This is an optimization exercise on Yosys and OpenROAD, whose aim is small area, not a production implementation. RTL that was checked went through simulation tests only; none was proved equivalent to the original. The flow treats the clock pin as an ideal source. Dropping or thinning the clock tree relies on that and would not hold on a real chip. Power is estimated from default activity; no workload was simulated.

Setup of red:
==> flow/design.v <==
`timescale 1ns / 1ps
module UART_FIFO(
    input clk,
    input reset,
    input [7:0] data_in,
    input data_valid,
    output reg [7:0] data_out
    );
    reg [12:0] ctx;
    wire tick    = (ctx & 13'h1e7d) == 13'h1258;   
    wire ctx_end = (ctx & 13'h19f7) == 13'h0963;   
    wire arm     = (ctx & 13'h1aff) == 13'h00ad;   
    reg [8:0] crx;
    wire crx_end = (crx & 9'h175) == 9'h020;       
    always @(posedge clk) begin
        if (reset) begin
            ctx <= 13'h1258;                           
            crx <= 9'h1d5;                             
        end else begin
            ctx <= {ctx[11:0], ctx[12] ^ ctx[0]} ^ {12'd0, ctx_end};
            crx <= {crx[7:0], crx[8] ^ crx[6]} ^ {5'd0, crx_end, 3'd0};
        end
    end
    reg [7:0] stg [0:15];
    reg [15:0] emp;         
    reg [7:0] rd_data;
    reg e0, e1;             
    wire wr;
    reg [3:0] st;
    wire s_idle  = ~st[3] & ~st[2] & ~st[1];            
    wire s_start = ~st[3] & ~st[1] & ~st[0];            
    wire s_posta =  st[3] &  st[2] & ~st[1] & ~st[0];   
    wire s_postb = ~st[2] & ~st[1] & ~st[0];            
    wire dec = s_start & ctx_end;
    wire load_out = s_postb & crx_end;
    wire step = s_idle  ? tick & ~e1 :
                s_posta ? arm :
                s_postb ? crx_end : tick;
    wire [16:0] hole;
    assign hole[16] = 1'b0;
    assign hole[15:0] = emp | hole[16:1];
    wire [15:0] free = hole[15:0] | {16{dec}};
    assign wr = data_valid & hole[0];
    always @(posedge clk) if (free[0]) stg[0] <= data_in;
    genvar i;
    generate
        for (i = 1; i < 16; i = i + 1) begin : g_stg
            always @(posedge clk) if (free[i]) stg[i] <= stg[i-1];
        end
    endgenerate
    always @(posedge clk) begin
        if (dec) rd_data <= stg[15];
    end
    always @(posedge clk) begin
        if (reset) begin
            emp <= 16'hffff;
            e0 <= 1'b1;
            e1 <= 1'b1;
            st <= 4'b0001;
            data_out <= 8'd0;
        end else begin
            emp <= {emp[14:0], ~wr} & free[15:0];
            if (tick) begin
                e0 <= &emp;
                e1 <= e0;
            end
            if (step) st <= {st[2:0], st[3] ^ st[2]};
            if (load_out) data_out <= rd_data;
        end
    end
endmodule
Settings: LEC_CHECK=0, CAP_MARGIN=20, CORE_MARGIN=2, CORE_UTILIZATION=80, SLEW_MARGIN=20; clock period 20.0 ns.
standard.sh (not shown) runs the stock make flow with config.mk's settings and CLKGATE_MAP_FILE= SYNTH_SCRIPT=/design/flow/synth_recipe.tcl, a recipe that flattens the netlist after the stock synthesis.
==> flow/flow/run.sh <==
#!/bin/bash
# The standard layout with three changes:
# - after the standard synthesis, its combinational cells are re-mapped for
#   area (flow/remap.sh); the flip-flops stay exactly as synthesized;
# - the port buffers are buf_1;
# - the clock tree is a root inverter driving one level of inverters, built
#   by flow/cts_hook.tcl in place of TritonCTS (two inversions: the
#   flip-flops see the clock's own polarity).
set -euo pipefail
R=orfs/results/$FLOW_PLATFORM/UART_FIFO/base
bash standard.sh synth > synth.log 2>&1
cp $R/1_2_yosys.v std_1_2_yosys.v
ffs() { grep -E '^\s*sky130_fd_sc_hd__(e?df|sdf|sedf|dl)[a-z0-9_]*\s' "$1" | awk '{print $1, $2}' | sort; }
if bash flow/remap.sh std_1_2_yosys.v remapped.v > remap.log 2>&1 \
    && [[ -n "$(ffs std_1_2_yosys.v)" ]] && diff <(ffs std_1_2_yosys.v) <(ffs remapped.v) > /dev/null; then
  cp remapped.v $R/1_2_yosys.v
  rm -f $R/1_synth.odb $R/1_synth.sdc
  echo "using the re-mapped netlist" >> remap.log
else
  echo "re-mapping failed or changed the flip-flops; keeping the standard netlist" >> remap.log
fi
export CTS_MAX_SINKS=25
export CTS_LEAF_BUF=sky130_fd_sc_hd__inv_8
export CTS_ROOT_BUF=sky130_fd_sc_hd__inv_8
export PRE_CTS_TCL="$PWD/flow/cts_hook.tcl"
export BUFFER_PORTS_ARGS="-buffer_cell sky130_fd_sc_hd__buf_1"
bash standard.sh finish > standard.log 2>&1
Other scripts of this flow, unchanged in this note and not shown: flow/flow/abc_1.script, flow/flow/abc_d1.script, flow/flow/abc_d2.script, flow/flow/abc_d3.script, flow/flow/cts_hook.tcl, flow/flow/remap.sh
red: done, clean on timing, DRC and antenna
[inputs] blue vs red
Settings: CORE_UTILIZATION: 80 -> 75.
Notes after the runs:
blue closes out successfully: all stages finished, all timing, DRC and antenna checks passed.
Total sequential power of red is on par with blue.
As far as combinational cell fraction of total power is concerned, blue and red perform about the same.
Final weighted congestion of routability-driven global placement in blue vs red: down 0.038
Sort blue and red by largest stage delay on the critical path asc -> top: blue
blue and red ended up with nearly the same power.
No run of this note takes its clock network from TritonCTS; it comes from the design's own scripts or RTL.


## lane 1
RTL: the design.v shown in full above, as it stands there.
clock: 20.0 ns
lec_check: 0
cap_margin: 20
core_margin: 2
core_utilization: 60
slew_margin: 20
==> flow/flow/run.sh <==
#!/bin/bash
# The standard layout with three changes:
# - after the standard synthesis, its combinational cells are re-mapped for
#   area (flow/remap.sh); the flip-flops stay exactly as synthesized;
# - the port buffers are buf_1;
# - the clock tree is a root inverter driving one level of inverters, built
#   by flow/cts_hook.tcl in place of TritonCTS (two inversions: the
#   flip-flops see the clock's own polarity).
set -euo pipefail
R=orfs/results/$FLOW_PLATFORM/UART_FIFO/base
bash standard.sh synth > synth.log 2>&1
cp $R/1_2_yosys.v std_1_2_yosys.v
ffs() { grep -E '^\s*sky130_fd_sc_hd__(e?df|sdf|sedf|dl)[a-z0-9_]*\s' "$1" | awk '{print $1, $2}' | sort; }
if bash flow/remap.sh std_1_2_yosys.v remapped.v > remap.log 2>&1 \
    && [[ -n "$(ffs std_1_2_yosys.v)" ]] && diff <(ffs std_1_2_yosys.v) <(ffs remapped.v) > /dev/null; then
  cp remapped.v $R/1_2_yosys.v
  rm -f $R/1_synth.odb $R/1_synth.sdc
  echo "using the re-mapped netlist" >> remap.log
else
  echo "re-mapping failed or changed the flip-flops; keeping the standard netlist" >> remap.log
fi
export CTS_MAX_SINKS=22
export CTS_LEAF_BUF=sky130_fd_sc_hd__inv_8
export CTS_ROOT_BUF=sky130_fd_sc_hd__inv_8
export PRE_CTS_TCL="$PWD/flow/cts_hook.tcl"
export BUFFER_PORTS_ARGS="-buffer_cell sky130_fd_sc_hd__buf_1"
bash standard.sh finish > standard.log 2>&1
==> flow/flow/abc_d1.script <==
strash
&get -n
&deepsyn -T 45 -S 1
&put
dch -f
amap
topo
==> flow/flow/abc_d3.script <==
strash
&get -n
&deepsyn -T 45 -S 3
&put
dch -f
amap
topo
==> flow/flow/cts_hook.tcl <==
# Sourced by ORFS's cts.tcl before clock tree synthesis (PRE_CTS_TCL).
# Builds a one-level clock tree: the clock port drives clock buffers (through
# one root buffer if there are more than 4), one per CTS_MAX_SINKS flip-flops,
# each placed at the centre of a cluster of nearby flip-flops (k-means with
# a size limit on the flip-flops' placed locations) and driving that
# cluster's clock pins.
rename clock_tree_synthesis __orig_clock_tree_synthesis
proc __cts_out { inst } {
  foreach it [$inst getITerms] {
    if { [$it getIoType] eq "OUTPUT" } { return $it }
  }
}
proc clock_tree_synthesis { args } {
  set bufname $::env(CTS_LEAF_BUF)
  if { [string match *inv* $bufname] != [string match *inv* $::env(CTS_ROOT_BUF)] } {
    error "CTS_LEAF_BUF and CTS_ROOT_BUF must both invert or both not"
  }
  set db [ord::get_db]
  set block [ord::get_db_block]
  set clk [$block findNet clk]
  set sinks {}
  set xs {}
  set ys {}
  foreach it [$clk getITerms] {
    if { [$it getIoType] eq "INPUT" } {
      set loc [[$it getInst] getLocation]
      lappend sinks $it
      lappend xs [lindex $loc 0]
      lappend ys [lindex $loc 1]
    }
  }
  set n [llength $sinks]
  set K [expr { ($n + $::env(CTS_MAX_SINKS) - 1) / $::env(CTS_MAX_SINKS) }]
  puts "manual CTS: $n sinks, $K leaf buffers ($bufname)"
  # k-means, seeded by sinks spread along the sorted x order
  set order [lsort -integer -indices $xs]
  set cx {}
  set cy {}
  for { set k 0 } { $k < $K } { incr k } {
    set i [lindex $order [expr { int(($k + 0.5) * $n / $K) }]]
    lappend cx [lindex $xs $i]
    lappend cy [lindex $ys $i]
  }
  # capacity-limited k-means: each buffer drives at most cap sinks
  set cap [expr { ($n + $K - 1) / $K }]
  set assign [lrepeat $n 0]
  for { set iter 0 } { $iter < 30 } { incr iter } {
    set pairs {}
    for { set i 0 } { $i < $n } { incr i } {
      for { set k 0 } { $k < $K } { incr k } {
        set dx [expr { [lindex $xs $i] - [lindex $cx $k] }]
        set dy [expr { [lindex $ys $i] - [lindex $cy $k] }]
        lappend pairs [list [expr { double($dx) * $dx + double($dy) * $dy }] $i $k]
      }
    }
    set pairs [lsort -real -index 0 $pairs]
    set done [lrepeat $n 0]
    set sc [lrepeat $K 0]
    foreach p $pairs {
      lassign $p d i k
      if { [lindex $done $i] || [lindex $sc $k] >= $cap } { continue }
      lset done $i 1
      lset assign $i $k
      lset sc $k [expr { [lindex $sc $k] + 1 }]
    }
    set sx [lrepeat $K 0.0]
    set sy [lrepeat $K 0.0]
    for { set i 0 } { $i < $n } { incr i } {
      set k [lindex $assign $i]
      lset sx $k [expr { [lindex $sx $k] + [lindex $xs $i] }]
      lset sy $k [expr { [lindex $sy $k] + [lindex $ys $i] }]
    }
    for { set k 0 } { $k < $K } { incr k } {
      if { [lindex $sc $k] > 0 } {
        lset cx $k [expr { int([lindex $sx $k] / [lindex $sc $k]) }]
        lset cy $k [expr { int([lindex $sy $k] / [lindex $sc $k]) }]
      }
    }
  }
  set master [$db findMaster $bufname]
  set nets {}
  for { set k 0 } { $k < $K } { incr k } {
    set inst [odb::dbInst_create $block $master "clkbuf_leaf_$k"]
    set net [odb::dbNet_create $block "clknet_leaf_$k"]
    $net setSigType CLOCK
    [$inst findITerm A] connect $clk
    [__cts_out $inst] connect $net
    $inst setLocation [lindex $cx $k] [lindex $cy $k]
    $inst setPlacementStatus PLACED
    lappend nets $net
    puts "  leaf $k: [lindex $sc $k] sinks at ([lindex $cx $k], [lindex $cy $k])"
  }
  for { set i 0 } { $i < $n } { incr i } {
    set it [lindex $sinks $i]
    $it disconnect
    $it connect [lindex $nets [lindex $assign $i]]
  }
  # with more than 4 leaf buffers, a root buffer drives them, so that the
  # clock port itself feeds a single cell; inverting leaves always get an
  # inverting root, so the flip-flops see the clock's own polarity
  if { $K > 4 || [string match *inv* $bufname] } {
    set rx 0.0
    set ry 0.0
    for { set k 0 } { $k < $K } { incr k } {
      set rx [expr { $rx + [lindex $cx $k] }]
      set ry [expr { $ry + [lindex $cy $k] }]
    }
    set root [odb::dbInst_create $block [$db findMaster $::env(CTS_ROOT_BUF)] "clkbuf_root"]
    set rnet [odb::dbNet_create $block "clknet_root"]
    $rnet setSigType CLOCK
    for { set k 0 } { $k < $K } { incr k } {
      set a [[$block findInst "clkbuf_leaf_$k"] findITerm A]
      $a disconnect
      $a connect $rnet
    }
    [$root findITerm A] connect $clk
    [__cts_out $root] connect $rnet
    $root setLocation [expr { int($rx / $K) }] [expr { int($ry / $K) }]
    $root setPlacementStatus PLACED
  }
  global_connect
  set_propagated_clock [all_clocks]
}
Other scripts of this flow, unchanged in this note and not shown: flow/flow/abc_1.script, flow/flow/abc_d2.script, flow/flow/remap.sh
The final layout from lane 1, which completed every stage, passed the timing, DRC and antenna checks at the end of the flow.
## Diff of input files: lane 2 against lane 1
Settings: swapping 60 for 75 in CORE_UTILIZATION.
-- flow/flow/run.sh --
<<< lane 1, line 20
  echo "re-mapping failed or changed the flip-flops; keeping the standard netlist" >> remap.log
fi
export CTS_MAX_SINKS=22
export CTS_LEAF_BUF=sky130_fd_sc_hd__inv_8
export CTS_ROOT_BUF=sky130_fd_sc_hd__inv_8
>>> lane 2, line 20
  echo "re-mapping failed or changed the flip-flops; keeping the standard netlist" >> remap.log
fi
export CTS_MAX_SINKS=25
export CTS_LEAF_BUF=sky130_fd_sc_hd__inv_8
export CTS_ROOT_BUF=sky130_fd_sc_hd__inv_8
==> flow/flow/abc_d4.script (new file) <==
strash
&get -n
&deepsyn -T 45 -S 4
&put
dch -f
amap
topo
==> flow/flow/abc_d5.script (new file) <==
strash
&get -n
&deepsyn -T 45 -S 5
&put
dch -f
amap
topo
==> flow/flow/abc_d8.script (new file) <==
strash
&get -n
&deepsyn -T 45 -S 8
&put
dch -f
amap
topo
removed: flow/flow/abc_d1.script
removed: flow/flow/abc_d3.script
==> comparison <==
- Summary of lane 2 over lane 1: relative area change from synthesis to final layout down 0.76 points, synthesized area divided by synthesized cell count increased by 0.13 sq um relative to the old numbers, portion of the clock cycle consumed by the worst path in the final layout about even.
- Lane 2 vs lane 1: routed wire length up by a few percent
- Compared with lane 1, lane 2 shows wire length of the first global-routing pass that has gone up by a few percent.
- Lane 2 did not stop at any stage, and its layout met the timing, DRC and antenna checks.
- Lane 1 ended with every stage complete and zero timing, DRC or antenna violations.
- Hold slack (lane 2 over lane 1): increase, 0.0055 ns
- Compared with lane 1, lane 2 shows a lower synthesized cell count.
No run of this note takes its clock network from TritonCTS; it comes from the design's own scripts or RTL.


UART_FIFO, a different RTL version from the one above (not shown whole).
For scale: ~440 cells after synthesis, roughly 190 flip-flops, ~19 I/O pins.
Settings: LEC_CHECK=0, CAP_MARGIN=20, CORE_MARGIN=2, CORE_UTILIZATION=70, SLEW_MARGIN=20; clock period 20.0 ns.
==> flow/flow/run.sh <==
#!/bin/bash
# Standard layout, but clock tree synthesis without dummy loads, larger clusters.
set -euo pipefail
export CTS_ARGS="-sink_clustering_enable -repair_clock_nets -dont_use_dummy_load -buf_list sky130_fd_sc_hd__clkbuf_8 -sink_clustering_size 30 -sink_clustering_max_diameter 100"
bash standard.sh finish > standard.log 2>&1
Next try:
==> flow/flow/run.sh (replaced) <==
#!/bin/bash
# Standard layout, but clock tree synthesis without dummy loads and with clkbuf_8.
set -euo pipefail
export CTS_ARGS="-sink_clustering_enable -repair_clock_nets -dont_use_dummy_load -buf_list sky130_fd_sc_hd__clkbuf_8"
bash standard.sh finish > standard.log 2>&1
Outcome:
- setup slack is unchanged
- maximum frequency stays the same
- via count does not change
- synthesized cell count stays the same
- combinational power barely changes
- final area does not change
- global-route usage does not change
- non-clock buffer count is unchanged
Next try:
--- a/flow/flow/run.sh
+++ b/flow/flow/run.sh
@@ -2 +2,2 @@
-# Standard layout, but clock tree synthesis without dummy loads and with clkbuf_8.
+# Standard layout with smaller port buffers and a clock tree with fewer, larger
+# leaf clusters and no dummy loads.
@@ -4,0 +6,2 @@
+export PRE_CTS_TCL="$PWD/flow/pre_cts.tcl"
+export BUFFER_PORTS_ARGS="-buffer_cell sky130_fd_sc_hd__buf_1"
==> flow/flow/pre_cts.tcl (new file) <==
set_max_fanout 30 [current_design]
Outcome: The changed run ran to the end with no violations. Non-clock buffer count climbs by 1. First-iteration DRC count came out higher by about 15%. Design area shrinks by 1.4%. Sequential share of layout area climbs by 0.99 points. Total power goes down by about 0.34%. Clock power hardly moves. Global-route usage came out lower by 0.72 points. Fmax went up by 1.5%.
Next try:
==> flow/flow/pre_cts.tcl (replaced) <==
set_max_fanout 48 [current_design]
After rerunning: Design area is about the same; non-clock buffer count shrinks by 2; count of clock-buffer cells in the layout stays the same.
No functional check of the RTL was part of any run of this note.


UART_FIFO, a different RTL version from the one above (not shown whole).
Size: ~710 cells after synthesis, roughly 19 I/O pins, ~7600 um2 of cells after synthesis.
make LEC_CHECK=0 ABC_AREA=1 CAP_MARGIN=20 CORE_MARGIN=2 CORE_UTILIZATION=40 SLEW_MARGIN=20 finish   # period 20.0 ns
run.sh (not shown) runs the stock make flow with config.mk's settings and CLKGATE_MAP_FILE= SYNTH_SCRIPT=/design/flow/synth_recipe.tcl, a recipe that flattens the netlist after the stock synthesis.
Stock flow here: none of the scripts above is used.
The starting point completed with no timing, DRC or antenna violations.
Change:
- ABC_AREA: 1 -> not set
What happened: The changed run completed with no timing, DRC or antenna violations. Routed wire length came out lower by 17%. Cell count went down by 24%. Total power is lower by about 6%. Critical path depth decreases by 1. Combinational power falls by about 30%.
Change:
- ABC_AREA: not set -> 1
- CORE_UTILIZATION: 40 -> 65
- CTS_BUF_LIST: not set -> sky130_fd_sc_hd__clkbuf_8
- CTS_CLUSTER_DIAMETER: not set -> 150
- CTS_CLUSTER_SIZE: not set -> 40
The changed run finished clean.
Via count went up by 31%.
Sequential cell count stays the same.
Count of clock-buffer cells in the layout is unchanged.
Synthesized cell count went up by 49%.
Clock power went down by 32%.
Design area went down by about 2.5%.
Die area went down by about 36%.
Core utilization went up by 25 points.
Worst setup slack improved by 290 ps.

static timing again, ports no longer ideal:
Ports are ideal in the flow. The routed layouts listed here were re-timed in OpenROAD. Step 1 (the two cells are an assumption about what drives the block):
set clk [get_ports {clk}]
set_driving_cell -lib_cell sky130_fd_sc_hd__clkbuf_16 $clk
set_driving_cell -lib_cell sky130_fd_sc_hd__buf_2 [delete_from_list [all_inputs] $clk]
Step 2 also shifts input and output timing later by t, the mid clock arrival at the registers, as if the neighbouring blocks saw the same clock. Three values: ideal ports, drivers, drivers and shift; two values: the first two.
run	shift t [ns]	setup slack, ns	clock arrival spread, ns	pins driven straight from the clock port
red	0.260	13.995 / 14.017 / 13.757	0.016 / 0.016	1
blue	0.255	14.111 / 14.132 / 13.878	0.013 / 0.013	1
lane 1	0.270	14.020 / 14.043 / 13.773	0.020 / 0.020	1
lane 2	0.258	14.038 / 14.055 / 13.797	0.024 / 0.024	1
the first run of note 3	0.471	14.384 / 14.391 / 13.921	0.028 / 0.028	1
the second run of note 3	0.471	14.384 / 14.391 / 13.921	0.028 / 0.028	1
the third run of note 3	0.462	14.467 / 14.481 / 14.019	0.031 / 0.032	1
the fourth run of note 3	0.466	14.676 / 14.689 / 14.223	0.031 / 0.031	1
the first run of note 4	0.480	14.494 / 14.490 / 14.009	0.016 / 0.017	1
the second run of note 4	0.459	14.318 / 14.332 / 13.873	0.010 / 0.010	1
the third run of note 4	0.486	14.613 / 14.607 / 14.120	0.007 / 0.007	1
After both steps setup and hold are still met in every run listed. The setup slack of the third run of note 4, which loses most, moves by -0.006 ns with the drivers and by -0.493 ns with both steps.
